Context: an optimization exercise on an open-source flow, tuned for small area, a short achievable clock period and few clock cycles. The choices shown serve that exercise and are no tape-out recipe. At most, simulation tests tie the RTL to the original design; equivalence was not proved.

==> trial 81: inputs <==
## CHIP
module CHIP (
    clk, rst_n,
    mem_read_D, mem_write_D, mem_addr_D, mem_wdata_D, mem_rdata_D, mem_ready_D,
    mem_read_I, mem_write_I, mem_addr_I, mem_wdata_I, mem_rdata_I, mem_ready_I,
    DCACHE_addr, DCACHE_wdata, DCACHE_wen
);
clock: 9.0 ns
lec_check: 0
abc_clock_period_in_ps: 4000
cap_margin: 20
core_margin: 2
core_utilization: 35
setup_slack_margin: 5.0
slew_margin: 20
run.sh (not shown) runs the stock make flow with config.mk's settings and CLKGATE_MAP_FILE= SYNTH_SCRIPT=/design/flow/synth_recipe.tcl, a recipe that flattens the netlist after the stock synthesis.
==> build 47 (differences from trial 81) <==
--- a/flow/design.v
+++ b/flow/design.v
@@ -26,17 +26,16 @@
     localparam ISB = 10;              
     localparam ITW = ISB - IIB;       
     localparam DL  = 4;               
     localparam DSB = 10;              
     localparam DTW = DSB;
     localparam MS_IDLE = 2'd0, MS_REQ = 2'd1, MS_WAIT = 2'd2;
     reg  [29:0] pc;                  
     reg         d_v;                 
-    reg         d_pj;                
     reg  [31:0] d_ir;
     reg  [29:0] d_pc1;               
     reg         e_v;                 
     reg  [4:0]  e_sa;                
     reg  [31:0] e_yv;                
     reg         e_sub, e_sra, e_srl, e_bne;
     reg         e_osum, e_olog, e_osh, e_oslt, e_olnk;    
     reg  [1:0]  e_lop;
@@ -55,18 +54,16 @@
     reg  [4:0]  w_rd;
     reg         w_we;
     reg  [31:0] rf [1:31];
     reg  [31:1] rv;                  
     wire freeze;                     
     reg  [127:0]   ic_data  [0:IW*IS-1];
     reg  [ITW-1:0] ic_tag   [0:IW*IS-1];
     reg            ic_valid [0:IW*IS-1];
-    reg  [3:0]     ic_jr    [0:IW*IS-1];    
-    reg  [3:0]     ic_jp    [0:IW*IS-1];    
     reg  [IS-1:0]  ic_lru;           
     reg  [27-ISB:0] ic_seg;          
     reg  [1:0]  is_st;
     reg         i_req;
     reg  [27:0] i_addr;
     wire [27:0]    f_line = pc[29:2];
     wire [IIB-1:0] f_idx  = f_line[IIB-1:0];
     wire [ITW-1:0] f_tag  = f_line[ISB-1:IIB];
@@ -239,19 +236,17 @@
     wire m_hit = |m_hw;
     wire m_acc = m_ld | m_st;
     wire d_idle = (ds_st == D_IDLE);
     wire d_busy = (ds_st == D_RREQ) | (ds_st == D_RWAIT) | (ds_st == D_WB1) | (ds_st == D_WB2);
     wire d_rdy  = (ds_st == D_RWAIT) & mem_ready_D;
     wire m_rel  = m_ld & ~pl_v & ~(e_v & e_we & (e_rd == m_rd)) &
                   ~(d_v & ((d_use_rs & (d_rs == m_rd)) | (d_use_rt & (d_rt == m_rd)) | (d_we & (d_rd == m_rd))));
     wire d_go   = d_rdy & ~d_st & ~d_pl;                   
-    wire d_isn  = d_rdy | (ds_st == D_WB2);
-    wire d_sblk = m_st & d_busy & (~m_hit | (m_hl == d_vi) | d_isn);
-    assign freeze = m_acc & (d_sblk | (~m_hit & ~((m_st | m_rel) & d_idle & m_sh) & ~d_go));
+    assign freeze = m_acc & ((m_st & d_busy) | (~m_hit & ~((m_st | m_rel) & d_idle & m_sh) & ~d_go));
     wire m_pend = m_ld & ~m_hit & ~d_go;                         
     wire [31:0] m_ldv = d_go ? word_of(mem_rdata_D, m_wo) : m_hv;
     function [2:0] lru_touch;
         input [2:0] b;
         input [1:0] l;
         begin
             lru_touch = b;
             lru_touch[0] = ~l[1];
@@ -294,33 +289,31 @@
     assign DCACHE_wdata = m_sd;
     assign mem_read_I  = i_req;
     assign mem_write_I = 1'b0;
     assign mem_addr_I  = i_addr;
     assign mem_wdata_I = 128'd0;
     wire [31:0] d_mval = m_ld ? m_ldv : m_res;
     wire [31:0] d_fav  = d_fam ? e_res : (d_faw ? d_mval : d_rsv);
     wire [31:0] d_fbv  = d_fbm ? e_res : (d_fbw ? d_mval : d_rtv);
-    wire d_red  = d_v & ~d_haz & ((~d_pj & (d_j | d_jal | d_ret)) | d_bpt);
+    wire d_red  = d_v & ~d_haz & (d_j | d_jal | d_bpt | d_ret);
     wire [29:0] d_tgt = d_ret ? ras : (d_br ? d_btgt : d_jtgt);
     integer k;
     always @(posedge clk) begin
-        if (!rst_n) w_we <= 1'b0;
-        else        w_we <= m_we & ~m_pend & ~freeze;
-        w_rd  <= m_rd;
-        w_val <= m_ld ? m_ldv : m_res;
-    end
-    always @(posedge clk) begin
         if (!rst_n) begin
             pc   <= 30'd0;
             d_v  <= 1'b0;
             e_v  <= 1'b0;
             e_we <= 1'b0; e_ld <= 1'b0; e_st <= 1'b0; e_br <= 1'b0; e_jr <= 1'b0; e_fw <= 1'b0;
             m_we <= 1'b0; m_ld <= 1'b0; m_st <= 1'b0; m_fw <= 1'b0;
+            w_we <= 1'b0;
         end else if (!freeze) begin
+            w_we  <= m_we & ~m_pend;
+            w_rd  <= m_rd;
+            w_val <= m_ld ? m_ldv : m_res;
             m_we  <= e_v & e_we;
             m_fw  <= e_v & e_fw;
             m_ld  <= e_v & e_ld;
             m_st  <= e_v & e_st;
             m_rd  <= e_rd;
             m_res <= e_res;
             m_sd  <= e_fb;
             if (e_red | d_haz | ~d_v) begin
@@ -351,57 +344,44 @@
             e_pt  <= d_bpt | d_ret;
             if (d_v & ~d_haz & ~e_red & (d_jal | d_jalr)) ras <= d_pc1;
             e_a   <= d_fav;
             e_b   <= d_fbv;
             e_rd  <= d_rd;
             if (!d_haz) begin
                 d_ir  <= f_ir;
                 d_pc1 <= f_pc1;
-                d_pj  <= f_isj | f_isr;
             end
             if (e_red) begin
                 pc  <= e_tgt;
                 d_v <= 1'b0;
             end else if (d_haz) begin
             end else if (d_red) begin
                 pc  <= d_tgt;
                 d_v <= 1'b0;
             end else begin
                 d_v <= f_ok;
-                if (f_ok) pc <= f_nxt;
+                if (f_ok) pc <= f_pc1;
             end
         end
     end
     wire        pl_wr = pl_w & ~w_we;                  
     wire        rf_we = w_we | pl_wr;
     wire [4:0]  rf_wa = w_we ? w_rd : pl_rd;
     wire [31:0] rf_wd = w_we ? w_val : pl_d;
     always @(posedge clk) begin
         if (rf_we) rf[rf_wa] <= rf_wd;
     end
     always @(posedge clk) begin
         if (!rst_n) rv <= 31'd0;
         else if (rf_we && rf_wa != 5'd0) rv[rf_wa] <= 1'b1;
     end
     wire i_redirect = ~freeze & d_red;
     wire i_dem  = ~f_hit & ~i_redirect;
-    wire [3:0] i_jrm, i_jpm;
-    genvar gj;
-    generate for (gj = 0; gj < 4; gj = gj + 1) begin : g_jr
-        assign i_jrm[gj] = (mem_rdata_I[32*gj+26 +: 6] == 6'd0) & (mem_rdata_I[32*gj +: 6] == 6'b001000);
-        assign i_jpm[gj] = (mem_rdata_I[32*gj+27 +: 5] == 5'b00001);
-    end endgenerate
-    wire [3:0] f_jrm = f_h1 ? ic_jr[IS + f_idx] : ic_jr[f_idx];
-    wire       f_jmp = |(f_jrm & (4'b1111 << pc[1:0]));
-    wire [3:0] f_jpm = f_h1 ? ic_jp[IS + f_idx] : ic_jp[f_idx];
-    wire       f_isj = f_hit & f_jpm[pc[1:0]];
-    wire       f_isr = f_hit & f_jrm[pc[1:0]] & ~(d_v & (d_jal | d_jalr));
-    wire [29:0] f_nxt = f_isj ? {f_pc1[29:26], f_ir[25:0]} : (f_isr ? ras : f_pc1);
-    wire i_pref = f_hit & ~n_hit & ~n_out & ~i_redirect & ~f_jmp;
+    wire i_pref = f_hit & ~n_hit & ~n_out & ~i_redirect;
     wire i_ivw  = (IW == 2) ? (~ic_valid[i_addr[IIB-1:0]] ? 1'b0 : ~ic_valid[IS + i_addr[IIB-1:0]] ? 1'b1 : ic_lru[i_addr[IIB-1:0]]) : 1'b0;
     always @(posedge clk) begin
         if (!rst_n) begin
             is_st <= MS_IDLE;
             i_req <= 1'b0;
             for (k = 0; k < IW*IS; k = k + 1) ic_valid[k] <= 1'b0;
             ic_lru <= {IS{1'b0}};
         end else begin
@@ -424,56 +404,50 @@
                         if (i_addr[27:ISB] != ic_seg) begin
                             ic_seg <= i_addr[27:ISB];
                             for (k = 0; k < IW*IS; k = k + 1) ic_valid[k] <= 1'b0;
                         end
                         if (IW == 2) begin
                             ic_data [{i_ivw, i_addr[IIB-1:0]}] <= mem_rdata_I;
                             ic_tag  [{i_ivw, i_addr[IIB-1:0]}] <= i_addr[ISB-1:IIB];
                             ic_valid[{i_ivw, i_addr[IIB-1:0]}] <= 1'b1;
-                            ic_jr   [{i_ivw, i_addr[IIB-1:0]}] <= i_jrm;
-                            ic_jp   [{i_ivw, i_addr[IIB-1:0]}] <= i_jpm;
                             ic_lru[i_addr[IIB-1:0]] <= ~i_ivw;
                         end else begin
                             ic_data [i_addr[IIB-1:0]] <= mem_rdata_I;
                             ic_tag  [i_addr[IIB-1:0]] <= i_addr[ISB-1:IIB];
                             ic_valid[i_addr[IIB-1:0]] <= 1'b1;
-                            ic_jr   [i_addr[IIB-1:0]] <= i_jrm;
-                            ic_jp   [i_addr[IIB-1:0]] <= i_jpm;
                         end
                     end
                 end
             endcase
         end
     end
-    wire         d_inst = (d_rdy & ~d_wb) | ((ds_st == D_WB2) & ~d_fl);
-    wire         d_sthit = m_st & m_hit & ~d_sblk;
-    wire [127:0] dc_wd  = d_inst ? d_new : {4{m_sd}};
-    integer dl, dw;
-    always @(posedge clk) begin
-        for (dl = 0; dl < DL; dl = dl + 1)
-            for (dw = 0; dw < 4; dw = dw + 1)
-                if ((d_inst & (d_vi == dl)) | (d_sthit & (m_hl == dl) & (m_wo == dw)))
-                    dc_data[dl][32*dw +: 32] <= dc_wd[32*dw +: 32];
-    end
     always @(posedge clk) begin
         if (!rst_n) begin
             ds_st <= D_IDLE;
             dm_rd <= 1'b0;
             dm_wr <= 1'b0;
             d_fl   <= 1'b0;
             pl_v   <= 1'b0;
             pl_w   <= 1'b0;
             dc_seg <= {(28-DSB){1'b0}};
             for (k = 0; k < DL; k = k + 1) dc_valid[k] <= 1'b0;
             dc_lru <= 3'd0;
         end else begin
-            if (m_acc && m_hit && !d_sblk) begin
+            if (m_acc && m_hit && !(m_st && d_busy)) begin
                 dc_lru <= lru_touch(dc_lru, m_hl);
-                if (m_st) dc_dirty[m_hl] <= 1'b1;
+                if (m_st) begin
+                    dc_dirty[m_hl] <= 1'b1;
+                    case (m_wo)
+                        2'd0: dc_data[m_hl][31:0]   <= m_sd;
+                        2'd1: dc_data[m_hl][63:32]  <= m_sd;
+                        2'd2: dc_data[m_hl][95:64]  <= m_sd;
+                        default: dc_data[m_hl][127:96] <= m_sd;
+                    endcase
+                end
             end
             if (pl_wr) begin
                 pl_v <= 1'b0;
                 pl_w <= 1'b0;
             end
             if (d_idle && m_ld && !m_hit && m_sh && m_rel && !freeze) begin
                 pl_v  <= 1'b1;
                 pl_rd <= m_rd;
@@ -512,16 +486,17 @@
                     ds_st <= D_RWAIT;
                 end
                 D_RWAIT: begin
                     if (mem_ready_D) begin
                         if (d_wb) begin
                             ds_st <= D_WB1;
                         end else begin
                             ds_st <= D_IDLE;
+                            dc_data [d_vi] <= d_new;
                             dc_tag  [d_vi] <= dm_addr[DSB-1:0];
                             dc_valid[d_vi] <= 1'b1;
                             dc_dirty[d_vi] <= d_st;
                             dc_lru <= lru_touch(dc_lru, d_vi);
                         end
                     end
                 end
                 D_WB1: begin
@@ -529,16 +504,17 @@
                     dm_addr <= d_wba;
                     d_wba   <= dm_addr;
                     d_wbuf  <= d_wdat;
                     ds_st   <= D_WB2;
                 end
                 D_WB2: begin
                     dm_wr  <= 1'b0;
                     if (!d_fl) begin
+                        dc_data [d_vi] <= d_new;
                         dc_tag  [d_vi] <= d_wba[DSB-1:0];
                         dc_valid[d_vi] <= 1'b1;
                         dc_dirty[d_vi] <= d_st;
                         dc_lru <= lru_touch(dc_lru, d_vi);
                     end
                     ds_st <= D_WWAIT;
                 end
                 default: begin
CORE_UTILIZATION = 45   (was 35)
==> trial 86 (differences from trial 81) <==
--- a/flow/design.v
+++ b/flow/design.v
@@ -26,17 +26,16 @@
     localparam ISB = 10;              
     localparam ITW = ISB - IIB;       
     localparam DL  = 4;               
     localparam DSB = 10;              
     localparam DTW = DSB;
     localparam MS_IDLE = 2'd0, MS_REQ = 2'd1, MS_WAIT = 2'd2;
     reg  [29:0] pc;                  
     reg         d_v;                 
-    reg         d_pj;                
     reg  [31:0] d_ir;
     reg  [29:0] d_pc1;               
     reg         e_v;                 
     reg  [4:0]  e_sa;                
     reg  [31:0] e_yv;                
     reg         e_sub, e_sra, e_srl, e_bne;
     reg         e_osum, e_olog, e_osh, e_oslt, e_olnk;    
     reg  [1:0]  e_lop;
@@ -56,17 +55,16 @@
     reg         w_we;
     reg  [31:0] rf [1:31];
     reg  [31:1] rv;                  
     wire freeze;                     
     reg  [127:0]   ic_data  [0:IW*IS-1];
     reg  [ITW-1:0] ic_tag   [0:IW*IS-1];
     reg            ic_valid [0:IW*IS-1];
     reg  [3:0]     ic_jr    [0:IW*IS-1];    
-    reg  [3:0]     ic_jp    [0:IW*IS-1];    
     reg  [IS-1:0]  ic_lru;           
     reg  [27-ISB:0] ic_seg;          
     reg  [1:0]  is_st;
     reg         i_req;
     reg  [27:0] i_addr;
     wire [27:0]    f_line = pc[29:2];
     wire [IIB-1:0] f_idx  = f_line[IIB-1:0];
     wire [ITW-1:0] f_tag  = f_line[ISB-1:IIB];
@@ -239,18 +237,17 @@
     wire m_hit = |m_hw;
     wire m_acc = m_ld | m_st;
     wire d_idle = (ds_st == D_IDLE);
     wire d_busy = (ds_st == D_RREQ) | (ds_st == D_RWAIT) | (ds_st == D_WB1) | (ds_st == D_WB2);
     wire d_rdy  = (ds_st == D_RWAIT) & mem_ready_D;
     wire m_rel  = m_ld & ~pl_v & ~(e_v & e_we & (e_rd == m_rd)) &
                   ~(d_v & ((d_use_rs & (d_rs == m_rd)) | (d_use_rt & (d_rt == m_rd)) | (d_we & (d_rd == m_rd))));
     wire d_go   = d_rdy & ~d_st & ~d_pl;                   
-    wire d_isn  = d_rdy | (ds_st == D_WB2);
-    wire d_sblk = m_st & d_busy & (~m_hit | (m_hl == d_vi) | d_isn);
+    wire d_sblk = m_st & d_busy & (~m_hit | (m_hl == d_vi));    
     assign freeze = m_acc & (d_sblk | (~m_hit & ~((m_st | m_rel) & d_idle & m_sh) & ~d_go));
     wire m_pend = m_ld & ~m_hit & ~d_go;                         
     wire [31:0] m_ldv = d_go ? word_of(mem_rdata_D, m_wo) : m_hv;
     function [2:0] lru_touch;
         input [2:0] b;
         input [1:0] l;
         begin
             lru_touch = b;
@@ -294,33 +291,31 @@
     assign DCACHE_wdata = m_sd;
     assign mem_read_I  = i_req;
     assign mem_write_I = 1'b0;
     assign mem_addr_I  = i_addr;
     assign mem_wdata_I = 128'd0;
     wire [31:0] d_mval = m_ld ? m_ldv : m_res;
     wire [31:0] d_fav  = d_fam ? e_res : (d_faw ? d_mval : d_rsv);
     wire [31:0] d_fbv  = d_fbm ? e_res : (d_fbw ? d_mval : d_rtv);
-    wire d_red  = d_v & ~d_haz & ((~d_pj & (d_j | d_jal | d_ret)) | d_bpt);
+    wire d_red  = d_v & ~d_haz & (d_j | d_jal | d_bpt | d_ret);
     wire [29:0] d_tgt = d_ret ? ras : (d_br ? d_btgt : d_jtgt);
     integer k;
     always @(posedge clk) begin
-        if (!rst_n) w_we <= 1'b0;
-        else        w_we <= m_we & ~m_pend & ~freeze;
-        w_rd  <= m_rd;
-        w_val <= m_ld ? m_ldv : m_res;
-    end
-    always @(posedge clk) begin
         if (!rst_n) begin
             pc   <= 30'd0;
             d_v  <= 1'b0;
             e_v  <= 1'b0;
             e_we <= 1'b0; e_ld <= 1'b0; e_st <= 1'b0; e_br <= 1'b0; e_jr <= 1'b0; e_fw <= 1'b0;
             m_we <= 1'b0; m_ld <= 1'b0; m_st <= 1'b0; m_fw <= 1'b0;
+            w_we <= 1'b0;
         end else if (!freeze) begin
+            w_we  <= m_we & ~m_pend;
+            w_rd  <= m_rd;
+            w_val <= m_ld ? m_ldv : m_res;
             m_we  <= e_v & e_we;
             m_fw  <= e_v & e_fw;
             m_ld  <= e_v & e_ld;
             m_st  <= e_v & e_st;
             m_rd  <= e_rd;
             m_res <= e_res;
             m_sd  <= e_fb;
             if (e_red | d_haz | ~d_v) begin
@@ -351,56 +346,50 @@
             e_pt  <= d_bpt | d_ret;
             if (d_v & ~d_haz & ~e_red & (d_jal | d_jalr)) ras <= d_pc1;
             e_a   <= d_fav;
             e_b   <= d_fbv;
             e_rd  <= d_rd;
             if (!d_haz) begin
                 d_ir  <= f_ir;
                 d_pc1 <= f_pc1;
-                d_pj  <= f_isj | f_isr;
             end
             if (e_red) begin
                 pc  <= e_tgt;
                 d_v <= 1'b0;
             end else if (d_haz) begin
             end else if (d_red) begin
                 pc  <= d_tgt;
                 d_v <= 1'b0;
             end else begin
                 d_v <= f_ok;
-                if (f_ok) pc <= f_nxt;
+                if (f_ok) pc <= f_pc1;
             end
         end
     end
     wire        pl_wr = pl_w & ~w_we;                  
     wire        rf_we = w_we | pl_wr;
     wire [4:0]  rf_wa = w_we ? w_rd : pl_rd;
     wire [31:0] rf_wd = w_we ? w_val : pl_d;
     always @(posedge clk) begin
         if (rf_we) rf[rf_wa] <= rf_wd;
     end
     always @(posedge clk) begin
         if (!rst_n) rv <= 31'd0;
         else if (rf_we && rf_wa != 5'd0) rv[rf_wa] <= 1'b1;
     end
     wire i_redirect = ~freeze & d_red;
     wire i_dem  = ~f_hit & ~i_redirect;
-    wire [3:0] i_jrm, i_jpm;
+    wire [3:0] i_jrm;
     genvar gj;
     generate for (gj = 0; gj < 4; gj = gj + 1) begin : g_jr
         assign i_jrm[gj] = (mem_rdata_I[32*gj+26 +: 6] == 6'd0) & (mem_rdata_I[32*gj +: 6] == 6'b001000);
-        assign i_jpm[gj] = (mem_rdata_I[32*gj+27 +: 5] == 5'b00001);
     end endgenerate
     wire [3:0] f_jrm = f_h1 ? ic_jr[IS + f_idx] : ic_jr[f_idx];
     wire       f_jmp = |(f_jrm & (4'b1111 << pc[1:0]));
-    wire [3:0] f_jpm = f_h1 ? ic_jp[IS + f_idx] : ic_jp[f_idx];
-    wire       f_isj = f_hit & f_jpm[pc[1:0]];
-    wire       f_isr = f_hit & f_jrm[pc[1:0]] & ~(d_v & (d_jal | d_jalr));
-    wire [29:0] f_nxt = f_isj ? {f_pc1[29:26], f_ir[25:0]} : (f_isr ? ras : f_pc1);
     wire i_pref = f_hit & ~n_hit & ~n_out & ~i_redirect & ~f_jmp;
     wire i_ivw  = (IW == 2) ? (~ic_valid[i_addr[IIB-1:0]] ? 1'b0 : ~ic_valid[IS + i_addr[IIB-1:0]] ? 1'b1 : ic_lru[i_addr[IIB-1:0]]) : 1'b0;
     always @(posedge clk) begin
         if (!rst_n) begin
             is_st <= MS_IDLE;
             i_req <= 1'b0;
             for (k = 0; k < IW*IS; k = k + 1) ic_valid[k] <= 1'b0;
             ic_lru <= {IS{1'b0}};
@@ -425,55 +414,51 @@
                             ic_seg <= i_addr[27:ISB];
                             for (k = 0; k < IW*IS; k = k + 1) ic_valid[k] <= 1'b0;
                         end
                         if (IW == 2) begin
                             ic_data [{i_ivw, i_addr[IIB-1:0]}] <= mem_rdata_I;
                             ic_tag  [{i_ivw, i_addr[IIB-1:0]}] <= i_addr[ISB-1:IIB];
                             ic_valid[{i_ivw, i_addr[IIB-1:0]}] <= 1'b1;
                             ic_jr   [{i_ivw, i_addr[IIB-1:0]}] <= i_jrm;
-                            ic_jp   [{i_ivw, i_addr[IIB-1:0]}] <= i_jpm;
                             ic_lru[i_addr[IIB-1:0]] <= ~i_ivw;
                         end else begin
                             ic_data [i_addr[IIB-1:0]] <= mem_rdata_I;
                             ic_tag  [i_addr[IIB-1:0]] <= i_addr[ISB-1:IIB];
                             ic_valid[i_addr[IIB-1:0]] <= 1'b1;
                             ic_jr   [i_addr[IIB-1:0]] <= i_jrm;
-                            ic_jp   [i_addr[IIB-1:0]] <= i_jpm;
                         end
                     end
                 end
             endcase
         end
     end
-    wire         d_inst = (d_rdy & ~d_wb) | ((ds_st == D_WB2) & ~d_fl);
-    wire         d_sthit = m_st & m_hit & ~d_sblk;
-    wire [127:0] dc_wd  = d_inst ? d_new : {4{m_sd}};
-    integer dl, dw;
-    always @(posedge clk) begin
-        for (dl = 0; dl < DL; dl = dl + 1)
-            for (dw = 0; dw < 4; dw = dw + 1)
-                if ((d_inst & (d_vi == dl)) | (d_sthit & (m_hl == dl) & (m_wo == dw)))
-                    dc_data[dl][32*dw +: 32] <= dc_wd[32*dw +: 32];
-    end
     always @(posedge clk) begin
         if (!rst_n) begin
             ds_st <= D_IDLE;
             dm_rd <= 1'b0;
             dm_wr <= 1'b0;
             d_fl   <= 1'b0;
             pl_v   <= 1'b0;
             pl_w   <= 1'b0;
             dc_seg <= {(28-DSB){1'b0}};
             for (k = 0; k < DL; k = k + 1) dc_valid[k] <= 1'b0;
             dc_lru <= 3'd0;
         end else begin
             if (m_acc && m_hit && !d_sblk) begin
                 dc_lru <= lru_touch(dc_lru, m_hl);
-                if (m_st) dc_dirty[m_hl] <= 1'b1;
+                if (m_st) begin
+                    dc_dirty[m_hl] <= 1'b1;
+                    case (m_wo)
+                        2'd0: dc_data[m_hl][31:0]   <= m_sd;
+                        2'd1: dc_data[m_hl][63:32]  <= m_sd;
+                        2'd2: dc_data[m_hl][95:64]  <= m_sd;
+                        default: dc_data[m_hl][127:96] <= m_sd;
+                    endcase
+                end
             end
             if (pl_wr) begin
                 pl_v <= 1'b0;
                 pl_w <= 1'b0;
             end
             if (d_idle && m_ld && !m_hit && m_sh && m_rel && !freeze) begin
                 pl_v  <= 1'b1;
                 pl_rd <= m_rd;
@@ -512,16 +497,17 @@
                     ds_st <= D_RWAIT;
                 end
                 D_RWAIT: begin
                     if (mem_ready_D) begin
                         if (d_wb) begin
                             ds_st <= D_WB1;
                         end else begin
                             ds_st <= D_IDLE;
+                            dc_data [d_vi] <= d_new;
                             dc_tag  [d_vi] <= dm_addr[DSB-1:0];
                             dc_valid[d_vi] <= 1'b1;
                             dc_dirty[d_vi] <= d_st;
                             dc_lru <= lru_touch(dc_lru, d_vi);
                         end
                     end
                 end
                 D_WB1: begin
@@ -529,16 +515,17 @@
                     dm_addr <= d_wba;
                     d_wba   <= dm_addr;
                     d_wbuf  <= d_wdat;
                     ds_st   <= D_WB2;
                 end
                 D_WB2: begin
                     dm_wr  <= 1'b0;
                     if (!d_fl) begin
+                        dc_data [d_vi] <= d_new;
                         dc_tag  [d_vi] <= d_wba[DSB-1:0];
                         dc_valid[d_vi] <= 1'b1;
                         dc_dirty[d_vi] <= d_st;
                         dc_lru <= lru_touch(dc_lru, d_vi);
                     end
                     ds_st <= D_WWAIT;
                 end
                 default: begin
CORE_UTILIZATION = 40   (was 35)
==> build 67 (differences from trial 81) <==
--- a/flow/design.v
+++ b/flow/design.v
@@ -239,18 +239,17 @@
     wire m_hit = |m_hw;
     wire m_acc = m_ld | m_st;
     wire d_idle = (ds_st == D_IDLE);
     wire d_busy = (ds_st == D_RREQ) | (ds_st == D_RWAIT) | (ds_st == D_WB1) | (ds_st == D_WB2);
     wire d_rdy  = (ds_st == D_RWAIT) & mem_ready_D;
     wire m_rel  = m_ld & ~pl_v & ~(e_v & e_we & (e_rd == m_rd)) &
                   ~(d_v & ((d_use_rs & (d_rs == m_rd)) | (d_use_rt & (d_rt == m_rd)) | (d_we & (d_rd == m_rd))));
     wire d_go   = d_rdy & ~d_st & ~d_pl;                   
-    wire d_isn  = d_rdy | (ds_st == D_WB2);
-    wire d_sblk = m_st & d_busy & (~m_hit | (m_hl == d_vi) | d_isn);
+    wire d_sblk = m_st & d_busy & (~m_hit | (m_hl == d_vi));    
     assign freeze = m_acc & (d_sblk | (~m_hit & ~((m_st | m_rel) & d_idle & m_sh) & ~d_go));
     wire m_pend = m_ld & ~m_hit & ~d_go;                         
     wire [31:0] m_ldv = d_go ? word_of(mem_rdata_D, m_wo) : m_hv;
     function [2:0] lru_touch;
         input [2:0] b;
         input [1:0] l;
         begin
             lru_touch = b;
@@ -439,41 +438,39 @@
                             ic_jr   [i_addr[IIB-1:0]] <= i_jrm;
                             ic_jp   [i_addr[IIB-1:0]] <= i_jpm;
                         end
                     end
                 end
             endcase
         end
     end
-    wire         d_inst = (d_rdy & ~d_wb) | ((ds_st == D_WB2) & ~d_fl);
-    wire         d_sthit = m_st & m_hit & ~d_sblk;
-    wire [127:0] dc_wd  = d_inst ? d_new : {4{m_sd}};
-    integer dl, dw;
-    always @(posedge clk) begin
-        for (dl = 0; dl < DL; dl = dl + 1)
-            for (dw = 0; dw < 4; dw = dw + 1)
-                if ((d_inst & (d_vi == dl)) | (d_sthit & (m_hl == dl) & (m_wo == dw)))
-                    dc_data[dl][32*dw +: 32] <= dc_wd[32*dw +: 32];
-    end
     always @(posedge clk) begin
         if (!rst_n) begin
             ds_st <= D_IDLE;
             dm_rd <= 1'b0;
             dm_wr <= 1'b0;
             d_fl   <= 1'b0;
             pl_v   <= 1'b0;
             pl_w   <= 1'b0;
             dc_seg <= {(28-DSB){1'b0}};
             for (k = 0; k < DL; k = k + 1) dc_valid[k] <= 1'b0;
             dc_lru <= 3'd0;
         end else begin
             if (m_acc && m_hit && !d_sblk) begin
                 dc_lru <= lru_touch(dc_lru, m_hl);
-                if (m_st) dc_dirty[m_hl] <= 1'b1;
+                if (m_st) begin
+                    dc_dirty[m_hl] <= 1'b1;
+                    case (m_wo)
+                        2'd0: dc_data[m_hl][31:0]   <= m_sd;
+                        2'd1: dc_data[m_hl][63:32]  <= m_sd;
+                        2'd2: dc_data[m_hl][95:64]  <= m_sd;
+                        default: dc_data[m_hl][127:96] <= m_sd;
+                    endcase
+                end
             end
             if (pl_wr) begin
                 pl_v <= 1'b0;
                 pl_w <= 1'b0;
             end
             if (d_idle && m_ld && !m_hit && m_sh && m_rel && !freeze) begin
                 pl_v  <= 1'b1;
                 pl_rd <= m_rd;
@@ -512,16 +509,17 @@
                     ds_st <= D_RWAIT;
                 end
                 D_RWAIT: begin
                     if (mem_ready_D) begin
                         if (d_wb) begin
                             ds_st <= D_WB1;
                         end else begin
                             ds_st <= D_IDLE;
+                            dc_data [d_vi] <= d_new;
                             dc_tag  [d_vi] <= dm_addr[DSB-1:0];
                             dc_valid[d_vi] <= 1'b1;
                             dc_dirty[d_vi] <= d_st;
                             dc_lru <= lru_touch(dc_lru, d_vi);
                         end
                     end
                 end
                 D_WB1: begin
@@ -529,16 +527,17 @@
                     dm_addr <= d_wba;
                     d_wba   <= dm_addr;
                     d_wbuf  <= d_wdat;
                     ds_st   <= D_WB2;
                 end
                 D_WB2: begin
                     dm_wr  <= 1'b0;
                     if (!d_fl) begin
+                        dc_data [d_vi] <= d_new;
                         dc_tag  [d_vi] <= d_wba[DSB-1:0];
                         dc_valid[d_vi] <= 1'b1;
                         dc_dirty[d_vi] <= d_st;
                         dc_lru <= lru_touch(dc_lru, d_vi);
                     end
                     ds_st <= D_WWAIT;
                 end
                 default: begin
CORE_UTILIZATION = 40   (was 35)
CTS_BUF_LIST = sky130_fd_sc_hd__clkbuf_4 sky130_fd_sc_hd__clkbuf_8   (was unset)
==> out/qor.csv <==
metric;value;unit
outcome;no timing/DRC/antenna violations;
finalInstanceArea;0.189;sq mm
rows;248;
postSynthAreaPerCell;14.0;sq um
die_w;681;um
synth.top_cell.area_share;0.620;
seqPwrFrac;0.507;
switching_share;0.232;
the above is filed under trial 81

==> out/qor.csv <==
metric;value;unit
outcome;no timing/DRC/antenna violations;
yosys-top-cells-count;3312 x edfxtp_1, 848 x a21oi_1, 709 x clkbuf_1;
cp_top_family;compound AO/OA/AOI/OAI gates;
seqPwrFrac;0.518;
die_w;643;um
synth.top_cell.area_share;0.609;
finalInstanceArea;0.193;sq mm
switching_share;0.246;
the above is filed under build 67

==> out/qor.csv <==
metric;value;unit
switching_share;0.238;
seqPwrFrac;0.499;
die_w;598;um
rows;218;
outcome;no timing/DRC/antenna violations;
the above is filed under build 47

==> out/qor.csv <==
metric;value;unit
finalInstanceArea;0.190;sq mm
outcome;no timing/DRC/antenna violations;
postSynthAreaPerCell;14.0;sq um
synth.top_cell.area_share;0.619;
switching_share;0.236;
rows;232;
the above is filed under trial 86

Testbench counts of trial 86, summed over its fixed seeds: cycles 19,420.
Function not checked in trial 81, build 47 and build 67: the RTL went through the layout flow alone.

-- static timing again, ports no longer ideal --
The flow's constraints put no driver on any port. The routed layouts listed below were extracted and timed again, unchanged, in two steps.
Step 1 sets driving cells, clkbuf_16 on the clock port and buf_2 on the other inputs (assumed; they add their load-dependent delay and slew).
Step 2 adds t to the input delays and takes it off the output delays; t is the mean of the earliest and latest rising clock arrival at the registers after step 1. Input paths then give back, and output paths get back, about the clock's delay inside the block.
a / b / c = ideal ports / drivers / drivers and shift; a / b = the first two.
run	t (ns)	setup WS [ns]	worst setup path at the end
trial 81	1.105	4.808 / 4.839 / 3.734	input to register
build 47	1.054	4.774 / 4.774 / 4.061	input to register
trial 86	1.091	4.822 / 4.773 / 3.808	input to register
build 67	1.360	4.828 / 4.828 / 3.531	input to register
After both steps setup and hold are still met in every run listed. For build 67, which loses most, drivers alone change the setup slack by 0.000 ns; drivers and shift together by -1.297 ns.
